From an optimization exercise on the open Yosys and OpenROAD flow, aimed at small area and few clock cycles; shortcuts taken in it are not production practice. The RTL was checked by simulation tests, not by an equivalence proof against the original design.

## the reference run
Design DatapathSingleCycle, start of the top module:
module DatapathSingleCycle (
    input wire clk,
    input wire rst,
    output logic halt,
    output logic [31:0] pc_to_imem,
    input wire [31:0] insn_from_imem,
    output logic [31:0] addr_to_dmem,
    input logic [31:0] load_data_from_dmem,
    output logic [31:0] store_data_to_dmem,
    output logic [3:0] store_we_to_dmem
);
==> flow/config.mk <==
export PLATFORM = sky130hd
export DESIGN_NAME = DatapathSingleCycle
export DESIGN_NICKNAME = DatapathSingleCycle
export VERILOG_FILES = /design/flow/design.v
export SDC_FILE = /design/flow/constraint.sdc
export NUM_CORES = 4
export LEC_CHECK = 0
export ABC_AREA = 1
export CAP_MARGIN = 20
export CORE_MARGIN = 2
export CORE_UTILIZATION = 50
export CTS_CLUSTER_DIAMETER = 80
export CTS_CLUSTER_SIZE = 24
export PLACE_DENSITY = 0.6
export SLEW_MARGIN = 20
==> flow/constraint.sdc <==
create_clock -name core_clock -period 200.0 [get_ports {clk}]
set_input_delay 40.0000 -clock core_clock [delete_from_list [all_inputs] [get_ports {clk}]]
set_output_delay 40.0000 -clock core_clock [all_outputs]
set_load 0.01 [all_outputs]
standard.sh (not shown) runs the stock make flow with config.mk's settings and CLKGATE_MAP_FILE= SYNTH_SCRIPT=/design/flow/synth_recipe.tcl, a recipe that flattens the netlist after the stock synthesis.
==> flow/flow/run.sh <==
#!/bin/bash
# Layout flow: the standard flow (standard.sh), with synthesis run through
# flow/synth_area.tcl instead of synth_recipe.tcl. That script is
# synth_recipe.tcl with ripple-carry adders (flow/alu_ripple.v), the register
# file's read-port gate groups kept whole through mapping, and an
# area-oriented ABC script (flow/abc_area_map.script). Registers are mapped
# before any of this and stay as the standard synthesis makes them.
# Logs: synth.log (synthesis), layout.log (the rest of the flow).
set -euo pipefail
here=$(pwd)
sed "s#SYNTH_SCRIPT=[^ ]*#SYNTH_SCRIPT=$here/flow/synth_area.tcl#" standard.sh > standard_area.sh
grep -q "SYNTH_SCRIPT=$here/flow/synth_area.tcl" standard_area.sh
bash standard_area.sh synth > synth.log 2>&1
bash standard.sh > layout.log 2>&1
Other scripts of this flow, unchanged in this note and not shown: flow/flow/abc_area_map.script, flow/flow/alu_ripple.v, flow/flow/synth_area.tcl
Testbench counts of the reference run, summed over its fixed seeds: cycles 45,169.
Changes in the trial run relative to the reference run:
diff --git a/flow/design.v b/flow/design.v
--- a/flow/design.v
+++ b/flow/design.v
@@ -303,30 +303,29 @@
   cneg #(32) negr (.a(d_mag), .neg(d_neg), .y(div_res));
   wire [31:0] mul_res = (m_f3[1:0] == 2'b00) ? r_lo : x_o[31:0];   
   wire [31:0] m_res = m_is_div ? div_res : mul_res;
   wire m_ready = m_pend & (m_step == 2'd3);
   wire uses_rs1 = is_load | is_store | is_branch | is_jalr | is_opimm | is_op;
   wire uses_rs2 = is_store | is_branch | is_op;
   logic we_main;
   wire m_rd_nz = m_rd != 5'd0;
   wire m_raw = m_rd_nz & ((uses_rs1 & insn_rs1 == m_rd) | (uses_rs2 & insn_rs2 == m_rd));
-  wire m_over = m_rd_nz & (we_main | is_m) & insn_rd == m_rd;
-  wire stall = m_pend & (m_raw | (is_m & ~m_ready & ~m_over));
+  wire m_waw = m_rd_nz & we_main & insn_rd == m_rd;
+  wire stall = m_pend & (is_m ? (~m_ready | m_raw) : (m_raw | m_waw));
   wire m_issue = is_m & ~stall;
   wire main_write = we_main & ~stall;
   wire m_write = m_ready & ~main_write;
-  wire m_drop = m_pend & m_over & ~stall;
   always_ff @(posedge clk) begin
     if (rst) begin
       m_pend <= 1'b0;
     end else if (m_issue) begin
       m_pend <= 1'b1;
-    end else if (m_write | m_drop) begin
+    end else if (m_write) begin
       m_pend <= 1'b0;
     end
     if (rst) m_step <= 2'd3;
     else if (m_issue) m_step <= 2'd0;
     else if (m_step != 2'd3) m_step <= m_step + 2'd1;
     if (m_issue) begin
       m_a <= rs1_data;
       m_b <= rs2_data;
       m_f3 <= f3;
Results
Run comparison: the reference run capture point of the worst path rf.regs[671]; the trial run capture point of the worst path rf.regs[191]
Compared the reference run against the trial run; utilization within noise.
Area growth from synthesis to layout | the trial run below the reference run
Clock buffer count from CTS was higher in the trial run than in the reference run.
In the trial run relative to the reference run, met3 routed wirelength had gone down by more than 10%.
There was hardly any difference in die area between the trial run and the reference run.
On fmax, the reference run and the trial run are neck and neck.
Testbench counts of the trial run, summed over its fixed seeds: cycles 45,563.

juniper:
DatapathSingleCycle, a different RTL version from the one above (not shown whole).
Size: about 5,800 cells after synthesis, about 1,200 flip-flops, about 170 I/O pins, ~72,000 µm² of cells after synthesis.
clock: 200.0 ns
lec_check: 0
abc_area: 1
cap_margin: 20
core_margin: 2
core_utilization: 55
cts_cluster_diameter: 100
cts_cluster_size: 30
place_density: 0.65
slew_margin: 20
Scripts as last shown in full above: flow/flow/run.sh
Other scripts of this flow, unchanged in this note and not shown: flow/flow/abc_area_map.script, flow/flow/alu_ripple.v, flow/flow/synth_area.tcl
Testbench counts of juniper, summed over its fixed seeds: cycles 45,563.
--- input diff juniper..raven ---
--- a/flow/design.v
+++ b/flow/design.v
@@ -296,65 +296,60 @@
   cneg #(32) negn (.a(m_a), .neg(a_neg), .y(dn));
   wire [31:0] dx = m_b ^ {32{~b_neg}};
   wire m_first = m_step == 2'd0;
   wire [32:0] acc_o;
   wire [31:0] rem_o;
   wire [7:0] obyte, qbyte;
   mdu_step mstep (
       .ma(ma), .mb(mbyte), .mneg7(mneg7), .acc_i(m_first ? 33'd0 : m_hi),
       .acc_o(acc_o), .obyte(obyte),
       .dn(dn), .cyc(m_step), .dx(dx), .dcin(~b_neg), .rem_i(m_first ? 32'd0 : m_hi[31:0]),
       .rem_o(rem_o), .qbyte(qbyte));
-  wire [32:0] hi_n = m_is_div ? {1'b0, rem_o} : acc_o;
-  wire [31:0] lo_n = {m_is_div ? qbyte : obyte, m_lo[31:8]};
-  wire [32:0] r_hi = m_done ? m_hi : hi_n;
-  wire [31:0] r_lo = m_done ? m_lo : lo_n;
   wire b_zero = m_b == 32'd0;
   wire d_neg = m_f3[1] ? a_neg : ((a_neg ^ b_neg) & ~b_zero);
-  wire [31:0] quot = {r_lo[7:0], r_lo[15:8], r_lo[23:16], r_lo[31:24]};
-  wire [31:0] d_mag = m_f3[1] ? r_hi[31:0] : quot;
+  wire [31:0] quot = {m_lo[7:0], m_lo[15:8], m_lo[23:16], m_lo[31:24]};
+  wire [31:0] d_mag = m_f3[1] ? m_hi[31:0] : quot;
   wire [31:0] div_res;
   cneg #(32) negr (.a(d_mag), .neg(d_neg), .y(div_res));
-  wire [31:0] mul_res = (m_f3[1:0] == 2'b00) ? r_lo : r_hi[31:0];
+  wire [31:0] mul_res = (m_f3[1:0] == 2'b00) ? m_lo : m_hi[31:0];
   wire [31:0] m_res = m_is_div ? div_res : mul_res;
-  wire m_ready = m_pend & (m_done | m_step == 2'd3);
   wire uses_rs1 = is_load | is_store | is_branch | is_jalr | is_opimm | is_op;
   wire uses_rs2 = is_store | is_branch | is_op;
   logic we_main;
   wire m_rd_nz = m_rd != 5'd0;
-  wire m_raw = m_rd_nz & ((uses_rs1 & insn_rs1 == m_rd) | (uses_rs2 & insn_rs2 == m_rd));
-  wire m_waw = m_rd_nz & we_main & insn_rd == m_rd;
-  wire stall = m_pend & (is_m ? (~m_ready | m_raw) : (m_raw | m_waw));
+  wire stall = m_pend & (is_m
+      | (m_rd_nz & ((uses_rs1 & insn_rs1 == m_rd) | (uses_rs2 & insn_rs2 == m_rd)
+                    | (we_main & insn_rd == m_rd))));
   wire m_issue = is_m & ~stall;
   wire main_write = we_main & ~stall;
-  wire m_write = m_ready & ~main_write;
+  wire m_write = m_pend & m_done & ~main_write;
   always_ff @(posedge clk) begin
     if (rst) begin
       m_pend <= 1'b0;
     end else if (m_issue) begin
       m_pend <= 1'b1;
     end else if (m_write) begin
       m_pend <= 1'b0;
     end
     if (m_issue) begin
       m_a <= rs1_data;
       m_b <= rs2_data;
       m_f3 <= f3;
       m_rd <= insn_rd;
       m_step <= 2'd0;
       m_done <= 1'b0;
     end else if (!m_done) begin
       m_step <= m_step + 2'd1;
       m_done <= m_step == 2'd3;
-      m_hi <= hi_n;
-      m_lo <= lo_n;
+      m_hi <= m_is_div ? {1'b0, rem_o} : acc_o;
+      m_lo <= {m_is_div ? qbyte : obyte, m_lo[31:8]};
     end
   end
   logic [31:0] main_data;
   always_comb begin
     we_main = 1'b0;
     main_data = alu_res;
     if (is_load) begin
       we_main = 1'b1;
       main_data = load_res;
     end else if (is_opimm) begin
       we_main = 1'b1;
[summary]
raven: done, clean on timing, DRC and antenna. Relative to juniper, the maximum number of pins on one net before global-route repair measured on raven has decreased by more than 10%. Delta (raven minus juniper): wire length of the first global-routing pass went down, cell count after placement went down 95, final worst setup slack now sits higher. Taking juniper as the reference, in raven share of cell area taken by flip-flops and latches increased by 0.56 points relative to the old numbers; global placer's final weighted congestion closely matched the old numbers.
Testbench counts of raven, summed over its fixed seeds: cycles 47,264.

==> afterwards: timing with drivers on the ports <==
No port has a modelled driver above. Below, the same layouts with a new extraction and two added sets of constraints.
Step 1 (the two cells are an assumption about what drives the block):
set clk [get_ports {clk}]
set_driving_cell -lib_cell sky130_fd_sc_hd__clkbuf_16 $clk
set_driving_cell -lib_cell sky130_fd_sc_hd__buf_2 [delete_from_list [all_inputs] $clk]
Step 2 moves the port delays by t, midway between the first and last clock arrival at a register: inputs arrive t later, outputs are due t later. That takes back most of the time a late clock gives input paths.
Slacks: ideal / step 1 / step 2; pairs: ideal / step 1.
| run | shift t [ns] | slack for setup (ns) | clock arrival spread, ns |
|---|---|---|---|
| the reference run | 0.800 | 56.106 / 56.106 / 56.106 | 0.100 / 0.099 |
| the trial run | 0.811 | 56.515 / 56.515 / 56.515 | 0.078 / 0.078 |
| juniper | 0.808 | 68.285 / 68.285 / 68.285 | 0.054 / 0.054 |
| raven | 0.794 | 75.560 / 75.560 / 75.560 | 0.065 / 0.065 |
After both steps setup and hold are still met in every run listed.
